From an optimization exercise on the open Yosys and OpenROAD flow, aimed at small area; shortcuts taken in it are not production practice.
No run shown here included a check of the RTL's function; only the layout flow was run.
Power is estimated from default activity; no workload was simulated.

==> design/flow/design.v <==
`timescale 1ns / 1ps
module sound(sys_CLK, rst, button, replay, key, high, low, audio, light);
  input         sys_CLK;
  input         rst;
  input  [2:0]  button;
  input         replay;
  input  [6:0]  key;
  input         high, low;
  output        audio;
  output [10:0] light;
  assign light = {replay, button, key};
  reg         t;         
  reg  [13:0] m;         
  reg  [13:0] count;     
  reg         audiof;
  reg  [4:0]  j;         
  reg  [4:0]  jd;        
  reg         f;         
  reg  [6:0]  len;       
  reg  [5:0]  track_c;   
  reg  [4:0]  last;      
  reg  [254:0] ring;     
  reg  [5:0]  p;         
  reg         clr;       
  assign audio = (|button || |key) ? audiof : 1'b1;
  wire tick4 = (m == 14'd4032);
  wire tick6 = ~t;
  wire [13:0] m_n = {m[12:0], m[13] ^ m[0] ^ m[1] ^ m[11] ^ (m[12:0] == 13'd0)};
  wire [13:0] count_n = {count[12:0], count[13] ^ count[0] ^ count[1] ^ count[11] ^ (count[12:0] == 13'd0)};
  localparam [639:0] SONG1_T = 640'h5ad6b5ad6b5ad6b5ad6b5ad6b5ad6b5ad6b5ad6b5ad6b5ad6b5ad6b5ad6b5ad6b5ad6b5ad6b5ad6b5ad6b5ad6b5ad6b5ad6b5ad6b5ad6b5ad6b5ad6b5ad604a96a5012b5ad4952c0d6ad4a5016b5a92a;
  function [4:0] song1;
    input [6:0] a;
    song1 = SONG1_T[a * 5 +: 5];
  endfunction
  localparam [639:0] SONG2_T = 640'h18c6318c6318c6318c6318c6318c6318c6318c6318c6318c6318c6318c6318c6318c6318c6318c63194a5294a5295252a52918d4a4a4c5294c639d6a5294a5294a52a318c62d6b4c631929498a528c63;
  function [4:0] song2;
    input [6:0] a;
    song2 = SONG2_T[a * 5 +: 5];
  endfunction
  localparam [639:0] SONG3_T = 640'h4a5294a5294a5294a5294a5294a5294a529294a531d25294a5319294a9494a52a5ac094a5294a94739ce53940a5294b4a5294992602d6b5ad6b5ad6a51ce949ce94a4c6318e739c6318c63294e739d29;
  function [4:0] song3;
    input [6:0] a;
    song3 = SONG3_T[a * 5 +: 5];
  endfunction
  localparam [447:0] TONE_T = 448'h939d8bf16ecb7ac0739afbdf4000a5e9ebfdf9ef788b5bd9e1d50000fa24d7fe1a9d6ab1eba7bd948000;
  function [13:0] tone;
    input [4:0] a;
    tone = TONE_T[a * 14 +: 14];
  endfunction
  reg [2:0] kk;
  always @* begin
    case (key)
      7'b0000001: kk = 3'd1;
      7'b0000010: kk = 3'd2;
      7'b0000100: kk = 3'd3;
      7'b0001000: kk = 3'd4;
      7'b0010000: kk = 3'd5;
      7'b0100000: kk = 3'd6;
      7'b1000000: kk = 3'd7;
      default:    kk = 3'd0;
    endcase
  end
  wire [4:0] kbd = (kk == 3'd0) ? 5'd0 : {high, ~high & ~low, kk};
  wire [6:0] len1 = len + 7'd1;
  wire       s1 = (button == 3'b001);
  wire       s2 = (button == 3'b010);
  wire       s3 = (button == 3'b100);
  wire       rp = ~s1 & ~s2 & ~s3 & replay;
  wire       kb = ~s1 & ~s2 & ~s3 & ~replay;
  reg [6:0] len_n;
  reg [4:0] j_n;
  always @* begin
    if (s1) begin
      len_n = (len > 7'd28) ? 7'd0 : len1;
      j_n = song1(len);
    end else if (s2) begin
      len_n = (len > 7'd62) ? 7'd0 : len1;
      j_n = song2(len);
    end else if (s3) begin
      len_n = (len > 7'd99) ? 7'd0 : len1;
      j_n = song3(len);
    end else if (replay) begin
      len_n = (len > 7'd50) ? 7'd0 : len1;
      j_n = 5'd0;
    end else begin
      len_n = len;
      j_n = kbd;
    end
  end
  wire full = (track_c > 6'd50);
  wire wr = kb & ~full & ((track_c == 6'd0) | (last != j_n));
  wire [4:0] ring_out = ring[254:250];
  wire fetch = f & (p == len1[5:0]);
  always @(posedge sys_CLK) begin
    if (rst) begin
      t <= 1'b0;
      m <= 14'd0;
      count <= 14'd0;
      audiof <= 1'b0;
      j <= 5'd0;
      jd <= 5'd0;
      f <= 1'b0;
      len <= 7'd0;
      track_c <= 6'd0;
    end else begin
      t <= ~t;
      m <= m_n;
      if (tick6) begin
        if (count == 14'd8192 && jd != 5'd0) begin
          count <= tone(jd);
          audiof <= ~audiof;
        end else
          count <= count_n;
      end
      if (tick4) begin
        j <= j_n;
        jd <= j;
        f <= rp & (len_n != 7'd51);
        len <= len_n;
        if (kb & full)
          track_c <= 6'd0;
        else if (wr)
          track_c <= track_c + 6'd1;
      end else if (fetch) begin
        j <= ring_out;
        f <= 1'b0;
      end
    end
  end
  always @(posedge sys_CLK)
    if (tick4 & wr)
      last <= j_n;
  wire [5:0] pn = (p == 6'd51) ? 6'd1 : p + 6'd1;
  wire [4:0] rin = clr ? 5'd0 : (p == track_c) ? last : ring_out;
  always @(posedge sys_CLK) begin
    ring <= {ring[249:0], rin};
    if (rst) begin
      p <= 6'd1;
      clr <= 1'b1;
    end else begin
      p <= pn;
      if (p == 6'd51)
        clr <= 1'b0;
    end
  end
endmodule
==> design/flow/run.sh <==
#!/bin/bash
# synth_recipe.tcl (not shown) runs the flow's synth.tcl, then flattens the netlist and writes it again
# the make line also repeats each setting of config.mk as NAME=value (left out here)
make -C /OpenROAD-flow-scripts/flow DESIGN_CONFIG=/design/flow/config.mk WORK_HOME=/design/flow/orfs CLKGATE_MAP_FILE= SYNTH_SCRIPT=/design/flow/synth_recipe.tcl finish
==> design/flow/config.mk <==
export PLATFORM = sky130hd
export DESIGN_NAME = sound
export DESIGN_NICKNAME = sound
export VERILOG_FILES = /design/flow/design.v
export SDC_FILE = /design/flow/constraint.sdc
export NUM_CORES = 4
export LEC_CHECK = 0
export ABC_AREA = 1
export CAP_MARGIN = 20
export CORE_MARGIN = 2
export CORE_UTILIZATION = 60
export CTS_BUF_LIST = sky130_fd_sc_hd__clkbuf_2 sky130_fd_sc_hd__clkbuf_4
export CTS_CLUSTER_SIZE = 30
export SLEW_MARGIN = 20
==> design/flow/constraint.sdc <==
create_clock -name core_clock -period 10.0 [get_ports {sys_CLK}]
set_input_delay 2.0000 -clock core_clock [delete_from_list [all_inputs] [get_ports {sys_CLK}]]
set_output_delay 2.0000 -clock core_clock [all_outputs]
set_load 0.01 [all_outputs]
==> flow_summary.yaml, run 1 <==
critical_path:
  cp_slowest_cell: "clkdlybuf4s50_1"
  worstPathCellList: "clkdlybuf4s50_1 > nor3_4 > a41o_1 > clkdlybuf4s50_1"
  crit_fanout: 5
  r2r_setup_slack_ns: 6.50
  cp.buffers_inverters: 2
  r2r_start: "len[3]"
  crit_path_start_kind: "primary input"
  crit_family: "buffers and inverters"
  cp_common_cell: "clkdlybuf4s50_1"
  cp-end-kind: "primary output"
  r2r-end: "last[2]"
  path_class: "in2out"
  worstPathRequired_ns: 8.00
  crit_path_max_incr_delay_ns: 0.54
  r2r_cells: 16
  worst-endpoint-arrival_ns: 3.55
drt:
  drt_first_pass_iters: 5
  drt-initial-drc-count: 688
  drc_errors: 0
  wirelength_um: 21800
  num_vias: 7571
  postRouteAntennaNets: 0
  wl_per_cell_um: 15.0
  viasPerCell: 5.22
synthesis:
  yosysTopAreaCell: "dfxtp_1"
  ys_ff_latch: 321
  synth_mux_area_share_pct: 0
  synthAdderAreaFrac_pct: 2.74
  avgSynthCellArea_um2: 9.50
  ys.flop_type: "dfxtp_1"
  synth_edf_count: 5
  ys_seq_area_share_pct: 61.6
  syn_nets: 1145
  synthCells: 1107
  netlist_area_um2: 10500
  synth-compound-area-share_pct: 10.3
  async_flop_share_pct: 0
  ys_warn_count: 1
  synth-xor-area-share_pct: 1.42
  synth.distinct_cells: 57
  synth_top_family_by_area: "simple AND/OR/NAND/NOR gates"
  synth-simple-area-share_pct: 17.5
  synth_area_leaders: "dfxtp_1 60%, nand2_1 6.3%, nand3_1 4.0%"
  synth_top_area_share_pct: 60.1
die:
  start_util_pct: 61.0
  num_rows: 48
  dieArea_um2: 18600
  die_x_um: 136
  die_y_um: 136
  io_pins: 27
  core-area_um2: 17200
sta:
  worst_slew_pin_slew_ns: 0.857
  clock_skew_ns: 0.0566
  tns_ns: 0
  rsz0062_at_grt: "no"
  period_minus_slack_ns: 5.55
  clock.fmax_mhz: 180
  setup_viol: 0
  timing.final.crit_share_pct: 55.5
  hold_violations: 0
  setup_ws_ns: 4.45
  relSlewSlack_pct: 42.8
  maxSlewViolCount: 0
clock_network:
  numCtsBuffers: 76
  cts_root_buf: "clkbuf_4"
  insertion_delay_ns: 0.69
  clockBufferDepth: 3
  worst_setup_hold_path_clk_slew_ns: 0.07
  htreeDepth: 3
  cts_num_sinks: 321
  cts_resized: 0
  cts_tree: "built"
  post_cts_buffers: 0
  cts_hold_repair.buffers: 0
global_route:
  grt_pass1_wl_um: 35700
  grt_antenna_before_repair: 1
  grt-ovfl-total: 0
  grt_util_all_layers_pct: 24.4
  grt_pass1_vias: 7285
  grt_max_degree: 42
placed_design:
  dp_hpwl_um: 14200
  placedCellCount: 1319
  pre_cts_slack_ns: 4.45
  portBuffers: 26
  gp_congestion: 0.984
hold_path:
  min_delay_path_depth: 0
  hold_start: "ring[229]"
  hold_path.class: "reg2reg"
  min_to: "ring[234]"
finish:
  areaGrowthSynthToFinish_pct: 11.6
  drive_above_1_share_pct: 14.1
  fin_cells: 1450
  nNetsFinal: 1210
power:
  leakage_nw: 5.10
  power_mw: 2.37
  power_density_nw_per_um2: 201
  irDropWorstVdd_mv: 0.219
run_status:
  status: "timing/DRC/antenna clean"
job:
  maxCapViolations: 0
## area by class of cell
type	instances	area [um^2]
well taps	225	282
repair buffers	28	275
diodes	1	2.50
clock inverters	25	131
multi-input cells	630	3360
clock buffers	105	788
flip-flops and latches	321	6480
fillers	1356	5490
inverters	115	433
## sequential cells by signal, indices dropped and copies added, names as in the netlist
name / flops
p: 6
m: 14
count: 14
last: 5
f: 1
ring: 255
audiof: 1
j: 5
track_c: 6
t: 1
clr: 1
jd: 5
len: 7
## where the power goes
group | leakage (nW) | internal (mW) | switching (mW) | total [mW]
sequential | 2.59 | 1.29 | 0.00966 | 1.30
combinational | 1.97 | 0.0320 | 0.0467 | 0.0786
clock | 0.538 | 0.494 | 0.494 | 0.988
## stage by stage
stage / hold WS [ns] / util, % / cell area [um^2]
after detailed placement: 0.312 / 62.8 / 10800
after global placement: 0.310 / 62.8 / 10800
after CTS: 0.291 / 68.1 / 11700
final: 0.274 / 68.1 / 11700
after floorplan: 0.310 / - / 10500
after global routing: 0.293 / 68.1 / 11700
## worst register-to-register path, cell delays in order (launching register included)
cell and delay (ns):
dfxtp_1 0.87, inv_1 0.60, nand3_1 0.31, o21ai_0 0.13, nand2_1 0.09, nand3_1 0.09, nand3_1 0.10, nand2_1 0.06
nand2_1 0.06, nand2_1 0.08, nand2_2 0.13, nand2_2 0.08, nand2_1 0.07, nand2_1 0.08, nand3_4 0.14, nand2_4 0.09
inv_1 0.20
## synthesized netlist by cell type (all sizes together) (2+ instances only)
cell type and instances:
o2111ai 2, buf 25, edfxtp 5, nand3b 2, dfxtp 316, clkinv 4, o211ai 10, nand3 86
ha 23, nand2 197, a211oi 6, o21ai 77, a31oi 9, a21oi 60, clkbuf 16, nor2 89
o221ai 3, nor4 6, inv 111, xor2 12, nand4 9, nor3 11, o22ai 7, xnor2 5
o21a 2
## worst max path at each step
stage	start	end	slack, ns	cells after the start
2_1_floorplan	key[1]	audio	5.51	4
3_3_place_gp	key[6]	audio	4.46	4
3_5_place_dp	key[2]	audio	4.45	6
4_1_cts	key[6]	audio	4.45	4
5_1_grt	key[2]	audio	4.34	6
6_report	key[6]	audio	4.45	4
## layer usage
metal | vias to the layer above | GRT usage, % | wire (um)
li1 | 3800 | - | -
met1 | 3459 | 32.8 | 10300
met2 | 266 | 37.0 | 9680
met3 | 46 | 5.52 | 1250
met4 | 0 | 12.5 | 568
met5 | - | 0 | 0
## cells by family (layout without fill, tap and decap cells)
logic type | count (synthesis) | in the layout
DFF | 321 | 321
xor gates and xnor gates | 17 | 17
adders and majority gates | 23 | 23
and+or+nand+nor | 403 | 403
buffers and inverters | 156 | 273
other | 0 | 1
AOI/OAI and AO/OA | 187 | 187
## cell usage in the layout, fill, tap and decap left out, types with 6 or more instances in the layout
cell type,netlist,final
dfxtp_1,316,316
nand2_1,176,176
clkbuf_4,0,105
inv_1,98,98
nand3_1,84,84
nor2_1,77,77
o21ai_0,68,68
a21oi_1,59,59
clkdlybuf4s50_1,0,26
ha_1,23,23
nand2_2,18,18
clkinv_1,3,18
inv_2,13,13
xor2_1,12,12
o211ai_1,10,10
nor2_2,9,9
nand4_1,9,9
a31oi_1,9,9
nor3_1,9,9
o21ai_1,8,8
o22ai_1,7,7
a211oi_1,6,6
nor4_1,6,6
==> run 2: changes to the inputs <==
--- a/design/flow/config.mk
+++ b/design/flow/config.mk
@@ -9,6 +9,5 @@
 export CAP_MARGIN = 20
 export CORE_MARGIN = 2
-export CORE_UTILIZATION = 60
-export CTS_BUF_LIST = sky130_fd_sc_hd__clkbuf_2 sky130_fd_sc_hd__clkbuf_4
-export CTS_CLUSTER_SIZE = 30
+export CORE_UTILIZATION = 40
+export CTS_BUF_LIST = sky130_fd_sc_hd__clkbuf_4
 export SLEW_MARGIN = 20
==> flow_summary.yaml, run 2 <==
synthesis:
  ys_ff_latch: 321
  yosysTopAreaCell: "dfxtp_1"
  synth_edf_count: 5
  synthCells: 1107
  yosys-top-cells-count: "316 x dfxtp_1, 176 x nand2_1, 98 x inv_1"
  ys_warn_count: 1
  synth_area_leaders: "dfxtp_1 60%, nand2_1 6.3%, nand3_1 4.0%"
  synth.distinct_cells: 57
  async_flop_share_pct: 0
  ys.flop_type: "dfxtp_1"
  syn_nets: 1145
  yosysMostFrequentCell: "dfxtp_1"
  synth_top_area_share_pct: 60.1
  netlist_area_um2: 10500
  avgSynthCellArea_um2: 9.50
  ys_seq_area_share_pct: 61.6
power:
  power_mw: 2.41
  power_density_nw_per_um2: 201
  leakage_nw: 5.16
  irDropWorstVdd_mv: 0.106
drt:
  drt-initial-drc-count: 549
  wirelength_um: 21400
  num_vias: 7514
  drc_errors: 0
  viasPerCell: 4.80
  postRouteAntennaNets: 0
  drt_first_pass_iters: 5
  wl_per_cell_um: 13.6
global_route:
  grt-ovfl-total: 0
  grt_max_degree: 42
  grt_util_all_layers_pct: 15.7
  grt_pass1_wl_um: 36000
  grt_antenna_before_repair: 1
  grt_pass1_vias: 7362
finish:
  final_common_cell: "dfxtp_1"
  largest_reg_flops: 255
  fin_util_pct: 46.1
  drive_above_1_share_pct: 14.9
  regMostFlops: "ring"
  fin_cells: 1566
  reg.largest.list: "ring x255, count x14, m x14"
  nNetsFinal: 1212
  final_cell_mix: "316 x dfxtp_1, 176 x nand2_1, 115 x clkbuf_4"
  areaGrowthSynthToFinish_pct: 13.7
critical_path:
  worstPathCellList: "clkdlybuf4s50_1 > nor3_4 > a41o_1 > clkdlybuf4s50_1"
  crit_path_max_incr_delay_ns: 0.54
  crit_path_start_kind: "primary input"
  cp_slowest_cell: "clkdlybuf4s50_1"
  worst-endpoint-arrival_ns: 3.57
  cp_common_cell: "clkdlybuf4s50_1"
  cp-end-kind: "primary output"
  worstPathRequired_ns: 8.00
  crit_fanout: 5
  path_class: "in2out"
die:
  start_util_pct: 40.6
  dieArea_um2: 27600
  die_y_um: 166
  die_x_um: 166
  io_pins: 27
  core-area_um2: 25900
  num_rows: 59
clock_network:
  numCtsBuffers: 77
  cts_resized: 0
  cts_hold_repair.buffers: 0
  cts_num_sinks: 321
  htreeDepth: 3
  cts_tree: "built"
  worst_setup_hold_path_clk_slew_ns: 0.07
  clockBufferDepth: 3
  insertion_delay_ns: 0.65
  cts_root_buf: "clkbuf_4"
  post_cts_buffers: 0
sta:
  worst_slew_pin_slew_ns: 0.814
  rsz0062_at_grt: "no"
  tns_ns: 0
  setup_viol: 0
  relSlewSlack_pct: 45.7
  clock.fmax_mhz: 180
  maxSlewViolCount: 0
  period_minus_slack_ns: 5.57
  timing.final.crit_share_pct: 55.7
  clock_skew_ns: 0.0266
  hold_violations: 0
  holdWs_ns: 0.302
hold_path:
  hold_path.class: "reg2reg"
placed_design:
  portBuffers: 26
  placedCellCount: 1430
  gp_congestion: 0.898
  dp_hpwl_um: 13900
run_status:
  status: "timing/DRC/antenna clean"
job:
  maxCapViolations: 0
==> run 2: final timing paths <==
path / start / endpoint / slack (ns) / cells past startpoint
hold / removal: ring[246] / ring[251] / 0.30 / 0
hold reg to reg: ring[246] / ring[251] / 0.30 / 0
setup / recovery: key[6] / audio / 4.43 / 4
setup reg to reg: len[0] / last[3] / 6.50 / 20
==> run 2: logic make-up (layout without fill, tap and decap cells) <==
kind of cell	after synthesis	after routing	synth area share, %
adder cells (fa/ha/maj)	23	23	2.74
other	0	1	0
AO/OA/AOI/OAI	187	187	10.3
buffers and inverters	156	279	6.53
flip-flops	321	321	61.6
XOR/XNOR	17	17	1.42
AND/OR/NAND/NOR	403	403	17.5
==> run 2: area by class of cell <==
type | count | area [um^2]
fillers | 2451 | 14000
flip-flops and latches | 321 | 6480
inverters | 115 | 433
clock buffers | 115 | 863
well taps | 335 | 419
multi-input cells | 630 | 3360
clock inverters | 20 | 123
diodes | 1 | 2.50
repair buffers | 29 | 283
==> run 2: stage by stage <==
stage	instance area, um^2	setup WS [ns]
final	12000	4.43
after global routing	12000	4.33
after CTS	12000	4.41
after detailed placement	11000	4.43
after global placement	11000	4.46
after floorplan	10500	5.51
==> run 2: where the power goes <==
group,switching [mW],internal [mW]
Sequential,0.00872,1.29
Combinational,0.0446,0.0320
Clock,0.476,0.555
==> run 2: routing by layer <==
metal  wire, um  GRT usage [%]  vias up
li1           -              -     3801
met1      10300           21.1     3436
met2       9270           23.5      229
met3       1270           4.58       48
met4        567           7.11        0
met5          0              0        -
==> run 2: critical path, delay by kind of cell <==
kind	cells	cell delay [ns]
AO/OA/AOI/OAI	1	0.21
buffers and inverters	2	1.05
AND/OR/NAND/NOR	1	0.31
==> run 3: changes to the inputs <==
==> design/flow/flow/run.sh (new file) <==
#!/bin/bash
# Own layout flow: the standard layout (standard.sh) with two changes:
#  - synthesis maps the logic with an area-oriented ABC script (abc_area.script
#    here) in place of ORFS's; everything else in synthesis is the standard flow's own
#    (synth_recipe.tcl), so the registers are the standard synthesis's;
#  - clock tree synthesis uses larger sink clusters and no dummy loads.
# Each step's full output goes to a log file in this folder.
set -euo pipefail
W=$(pwd)
rm -rf "$W/scripts_area"
cp -r "$FLOW_HOME/scripts" "$W/scripts_area"
cp "$W/flow/abc_area.script" "$W/scripts_area/abc_area.script"
bash "$W/standard.sh" ABC_AREA=1 SCRIPTS_DIR="$W/scripts_area" synth > "$W/synth.log" 2>&1
export CTS_ARGS="$(cat "$W/flow/cts_args")"
bash "$W/standard.sh" "CTS_ARGS=$CTS_ARGS" > "$W/layout.log" 2>&1
==> design/flow/flow/abc_area.script (new file) <==
strash
dc2
dch -f
map -a
mfs2
strash
dch -f
map -a
==> design/flow/flow/cts_args (new file) <==
-sink_clustering_enable -repair_clock_nets -dont_use_dummy_load -sink_clustering_size 18 -sink_clustering_max_diameter 60 -buf_list sky130_fd_sc_hd__clkbuf_8
==> design/flow/standard.sh (new file) <==
#!/bin/bash
# synth_recipe.tcl (not shown) runs the flow's synth.tcl, then flattens the netlist and writes it again
# the make line also repeats each setting of config.mk as NAME=value (left out here)
make -C /OpenROAD-flow-scripts/flow DESIGN_CONFIG=/design/flow/config.mk WORK_HOME=/design/flow/orfs CLKGATE_MAP_FILE= SYNTH_SCRIPT=/design/flow/synth_recipe.tcl "${@:-finish}"
--- a/design/flow/config.mk
+++ b/design/flow/config.mk
@@ -10,4 +10,3 @@
 export CORE_MARGIN = 2
 export CORE_UTILIZATION = 40
-export CTS_BUF_LIST = sky130_fd_sc_hd__clkbuf_4
 export SLEW_MARGIN = 20
removed: design/flow/run.sh
==> flow_summary.yaml, run 3 <==
hold_path:
  hold_start: "ring[218]"
  hold_path.class: "reg2reg"
sta:
  holdWs_ns: 0.285
  rsz0062_at_grt: "no"
  worst_slew_pin_slew_ns: 0.896
  period_minus_slack_ns: 5.79
  timing.final.crit_share_pct: 57.9
  clock.fmax_mhz: 173
  clock_skew_ns: 0.0804
  setup_viol: 0
  hold_violations: 0
  maxSlewViolCount: 0
  tns_ns: 0
  relSlewSlack_pct: 39.7
critical_path:
  cp-end-kind: "primary output"
  cp_common_cell: "clkdlybuf4s50_1"
  r2r_start: "len[0]"
  cp.buffers_inverters: 2
  worst-endpoint-arrival_ns: 3.79
  path_class: "in2out"
  worstPathCellList: "clkdlybuf4s50_1 > nor4_1 > nand3_1 > o21ai_0 > clkdlybuf4s50_1"
  crit_path_start: "key[0]"
  crit_fanout: 5
  crit_family: "buffers and inverters"
  crit_path_start_kind: "primary input"
  worstPathRequired_ns: 8.00
  cp_slowest_cell: "clkdlybuf4s50_1"
  crit_path_max_incr_delay_ns: 0.56
drt:
  drt_first_pass_iters: 5
  drc_errors: 0
  wl_per_cell_um: 14.0
  dr_wl_met3_um: 1150
  routed.top_layer: "met4"
  drt-initial-drc-count: 466
  met1Wirelength_um: 9030
  wirelength_um: 18600
  dr_wl_met2_um: 7680
  viasPerCell: 4.96
  postRouteAntennaNets: 0
  num_vias: 6577
die:
  dieArea_um2: 25700
  core-area_um2: 24100
  start_util_pct: 40.5
  num_rows: 57
  die_x_um: 160
  die_y_um: 160
  io_pins: 27
synthesis:
  yosysTopAreaCell: "dfxtp_1"
  yosysMostFrequentCell: "dfxtp_1"
  ys_warn_count: 1
  synth_area_leaders: "dfxtp_1 65%, nor2_1 4.7%, o21ai_0 4.3%"
  ys_ff_latch: 321
  syn_nets: 999
  avgSynthCellArea_um2: 10.2
  synth_edf_count: 5
  synth_top_area_share_pct: 64.8
  netlist_area_um2: 9760
  synthCells: 961
  yosys-top-cells-count: "316 x dfxtp_1, 123 x nor2_1, 107 x clkinv_1"
  synth.distinct_cells: 37
  ys_seq_area_share_pct: 66.3
  ys.flop_type: "dfxtp_1"
  async_flop_share_pct: 0
global_route:
  grt_max_degree: 27
  grt-ovfl-total: 0
  grt_pass1_wl_um: 31700
  grt_pass1_vias: 6384
  grt_antenna_before_repair: 0
  grt_util_all_layers_pct: 14.7
finish:
  antenna_cells: 0
  nNetsFinal: 1042
  final_common_cell: "dfxtp_1"
  fin_cells: 1326
  drive_above_1_share_pct: 3.19
  final_cell_mix: "316 x dfxtp_1, 123 x nor2_1, 107 x clkinv_1"
  regMostFlops: "ring"
  largest_reg_flops: 255
  reg.largest.list: "ring x255, count x14, m x14"
  areaGrowthSynthToFinish_pct: 9.51
power:
  leakage_nw: 3.98
  power_density_nw_per_um2: 182
  power_mw: 1.94
  irDropWorstVdd_mv: 0.116
clock_network:
  cts_resized: 0
  insertion_delay_ns: 0.56
  cts_root_buf: "clkbuf_8"
  cts_num_sinks: 321
  worst_setup_hold_path_clk_slew_ns: 0.10
  clockBufferDepth: 3
  cts_tree: "built"
  numCtsBuffers: 24
  cts_hold_repair.buffers: 0
  htreeDepth: 1
  post_cts_buffers: 0
placed_design:
  portBuffers: 26
  dp_hpwl_um: 12500
  placedCellCount: 1302
  gp_congestion: 0.930
job:
  maxCapViolations: 0
run_status:
  status: "timing/DRC/antenna clean"
## run 3: cell types whose count changed in the layout (fill, tap and decap cells not counted), moves of 15 or more
cell,previous run,this run
clkbuf_8,0,24
nor2_1,77,123
o21ai_0,68,83
clkinv_1,14,107
inv_2,15,0
nand3_1,84,30
nor3_1,9,25
clkbuf_4,115,0
inv_1,98,0
nand2_2,18,0
nand2_1,176,71
## run 3: final timing paths
path	cells past startpoint	slack [ns]	end
worst max-delay path	5	4.21	audio
worst max register to register	20	5.60	track_c[5]
worst min-delay path	0	0.28	ring[223]
worst min register to register	0	0.28	ring[223]
## run 3: area by class of cell
| class | count | area, um^2 |
|---|---|---|
| Clock buffer | 24 | 330 |
| Fill cell | 2346 | 13400 |
| Inverter | 107 | 402 |
| Multi-Input combinational cell | 522 | 2800 |
| Sequential cell | 321 | 6480 |
| Tap cell | 324 | 405 |
| Timing Repair Buffer | 28 | 275 |
## run 3: kinds of logic (layout without fill, tap and decap cells)
kind of cell,after synthesis,after routing,share of synthesized area (%)
flip-flops,321,321,66.3
AND/OR/NAND/NOR,270,270,11.7
AO/OA/AOI/OAI,215,215,12.8
buffers and inverters,118,159,4.96
adder cells (fa/ha/maj),23,23,2.95
XOR/XNOR,14,14,1.26
## run 3: stage by stage
step / utilization (%) / setup WS, ns / instance area [um^2]
6_report: 44.3 / 4.21 / 10700
3_5_place_dp: 43.0 / 4.19 / 10400
2_1_floorplan: - / 5.22 / 9760
4_1_cts: 44.3 / 4.20 / 10700
5_1_grt: 44.3 / 4.12 / 10700
3_3_place_gp: 43.0 / 4.24 / 10400
## run 3: metal layers
layer / GRT usage (%) / up-vias
li1: - / 3296
met1: 20.5 / 2991
met2: 22.5 / 229
met3: 2.88 / 61
met4: 6.06 / 0
met5: 0 / -
## run 3: where the power goes
part / total [mW] / switching [mW] / internal (mW) / leakage [nW]
registers: 1.30 / 0.00841 / 1.29 / 2.59
logic: 0.0722 / 0.0417 / 0.0305 / 1.22
clock network: 0.574 / 0.359 / 0.215 / 0.173
==> run 4: changes to the inputs <==
==> design/flow/flow/cts_args (replaced) <==
-sink_clustering_enable -repair_clock_nets -dont_use_dummy_load -sink_clustering_size 32 -sink_clustering_max_diameter 80 -buf_list sky130_fd_sc_hd__clkbuf_16
==> flow_summary.yaml, run 4 <==
drt:
  wirelength_um: 18500
  dr_wl_met2_um: 7820
  viasPerCell: 5.00
  wl_per_cell_um: 14.0
  drt_first_pass_iters: 5
  dr_wl_met3_um: 1010
  drt-initial-drc-count: 404
  drc_errors: 0
  postRouteAntennaNets: 0
  routed.top_layer: "met4"
  num_vias: 6589
  met1Wirelength_um: 9040
hold_path:
  hold_path.class: "reg2reg"
  min_delay_path_depth: 0
sta:
  maxSlewViolCount: 0
  clock_skew_ns: 0.0575
  period_minus_slack_ns: 5.79
  rsz0062_at_grt: "no"
  setup_ws_ns: 4.21
  setup_viol: 0
  tns_ns: 0
  relSlewSlack_pct: 40.4
  clock.fmax_mhz: 173
  hold_violations: 0
  worst_slew_pin_slew_ns: 0.885
  timing.final.crit_share_pct: 57.9
critical_path:
  worstPathRequired_ns: 8.00
  crit_path_start_kind: "primary input"
  crit_fanout: 5
  r2r_cells: 20
  r2r_setup_slack_ns: 5.57
  path_class: "in2out"
  worst-endpoint-arrival_ns: 3.79
  cp-end-kind: "primary output"
placed_design:
  gp_congestion: 0.930
  pre_cts_slack_ns: 4.19
  dp_hpwl_um: 12500
  portBuffers: 26
synthesis:
  synth_edf_count: 5
  netlist_area_um2: 9760
  ys.flop_type: "dfxtp_1"
  yosys-top-cells-count: "316 x dfxtp_1, 123 x nor2_1, 107 x clkinv_1"
  avgSynthCellArea_um2: 10.2
  ys_ff_latch: 321
  ys_warn_count: 1
  synth.distinct_cells: 37
  synth_area_leaders: "dfxtp_1 65%, nor2_1 4.7%, o21ai_0 4.3%"
  syn_nets: 999
  synth_top_area_share_pct: 64.8
  yosysTopAreaCell: "dfxtp_1"
  synthCells: 961
  ys_seq_area_share_pct: 66.3
  async_flop_share_pct: 0
  yosysMostFrequentCell: "dfxtp_1"
clock_network:
  clockBufferDepth: 3
  worst_setup_hold_path_clk_slew_ns: 0.11
  cts_tree: "built"
  cts_hold_repair.buffers: 0
  cts_num_sinks: 321
  htreeDepth: 1
  cts_resized: 0
  numCtsBuffers: 15
  insertion_delay_ns: 0.49
  post_cts_buffers: 0
  cts_root_buf: "clkbuf_16"
global_route:
  grt_max_degree: 33
  grt_pass1_vias: 6288
  grt_util_all_layers_pct: 14.5
  grt-ovfl-total: 0
  grt_pass1_wl_um: 31300
  grt_antenna_before_repair: 0
die:
  die_y_um: 160
  die_x_um: 160
  io_pins: 27
  start_util_pct: 40.5
  core-area_um2: 24100
  num_rows: 57
  dieArea_um2: 25700
power:
  power_density_nw_per_um2: 186
  leakage_nw: 4.00
  irDropWorstVdd_mv: 0.141
  power_mw: 2.00
finish:
  regMostFlops: "ring"
  antenna_cells: 0
  final_common_cell: "dfxtp_1"
  reg.largest.list: "ring x255, count x14, m x14"
  final_cell_mix: "316 x dfxtp_1, 123 x nor2_1, 107 x clkinv_1"
  areaGrowthSynthToFinish_pct: 9.97
  n_fill_cell: 2335
  largest_reg_flops: 255
  drive_above_1_share_pct: 2.32
  nNetsFinal: 1033
job:
  maxCapViolations: 0
run_status:
  status: "timing/DRC/antenna clean"
==> run 4: cell count changes in the layout (fill, tap and decap cells not counted), sizes merged <==
cell    previous run  this run
clkbuf            24        15
==> run 4: cell type report <==
cell class / count / area (um^2) / share of cell area, %
Clock buffer: 15 / 375 / 3.50
Multi-Input combinational cell: 522 / 2800 / 26.1
Sequential cell: 321 / 6480 / 60.3
Tap cell: 324 / 405 / 3.78
Inverter: 107 / 402 / 3.74
Timing Repair Buffer: 28 / 275 / 2.56
==> run 4: critical path: stages <==
cell,delay [ns]
clkdlybuf4s50_1,0.48
nor4_1,0.46
nand3_1,0.11
o21ai_0,0.17
clkdlybuf4s50_1,0.56
==> run 4: metrics by stage <==
stage | cell area (um^2) | util [%] | hold WS [ns] | std cells
floorplan | 9760 | - | 0.310 | 961
global placement | 10400 | 43.0 | 0.310 | 1302
detailed placement | 10400 | 43.0 | 0.312 | 1302
CTS | 10700 | 44.5 | 0.325 | 1317
global route | 10700 | 44.5 | 0.321 | 1317
finish | 10700 | 44.5 | 0.327 | 1317
==> run 4: logic make-up after synthesis <==
group           share of synthesized area, %
fa+ha+maj                               2.95
xor+xnor                                1.26
buf+inv                                 4.96
compound gates                          12.8
simple gates                            11.7
flops                                   66.3
==> run 4: worst paths after layout <==
path,end,startpoint
worst max-delay path,audio,key[0]
worst min-delay path,ring[14],ring[9]
worst max register to register,track_c[5],len[0]
worst min register to register,ring[14],ring[9]
==> run 4: metal layers <==
layer / vias up / GRT usage (%)
met5: - / 0
met4: 0 / 5.28
met3: 47 / 2.49
met2: 210 / 22.7
met1: 3043 / 20.3
li1: 3289 / -
==> run 4: report_power, final <==
| group | internal, mW | switching [mW] | leakage (nW) |
|---|---|---|---|
| Combinational | 0.0305 | 0.0417 | 1.22 |
| Sequential | 1.29 | 0.00838 | 2.59 |
| Clock | 0.271 | 0.356 | 0.185 |

==> static timing again, ports no longer ideal <==
Ports are ideal in the flow. The routed layouts listed here were re-timed in OpenROAD.
Step 1: set_driving_cell puts a clkbuf_16 on sys_CLK and a buf_2 on each other input, an assumption about the parent block.
Step 2 moves the port delays by t, midway between the first and last clock arrival at a register: inputs arrive t later, outputs are due t later. That takes back most of the time a late clock gives input paths.
a / b / c = ideal / step 1 / step 2; a / b = the first two.
run | shift t [ns] | slack for setup (ns) | hold slack, ns | clock arrival spread, ns
run 1 | 0.702 | 4.453 / 4.431 / 4.431 | 0.274 / 0.274 / 0.274 | 0.064 / 0.065
run 2 | 0.674 | 4.431 / 4.407 / 4.407 | 0.302 / 0.302 / 0.302 | 0.029 / 0.029
run 3 | 0.566 | 4.213 / 4.188 / 4.146 | 0.285 / 0.285 / 0.285 | 0.084 / 0.084
run 4 | 0.507 | 4.213 / 4.188 / 4.137 | 0.327 / 0.327 / 0.327 | 0.058 / 0.058
After both steps setup and hold are still met in every run listed. For run 4, which loses most, drivers alone change the setup slack by -0.025 ns; drivers and shift together by -0.076 ns.
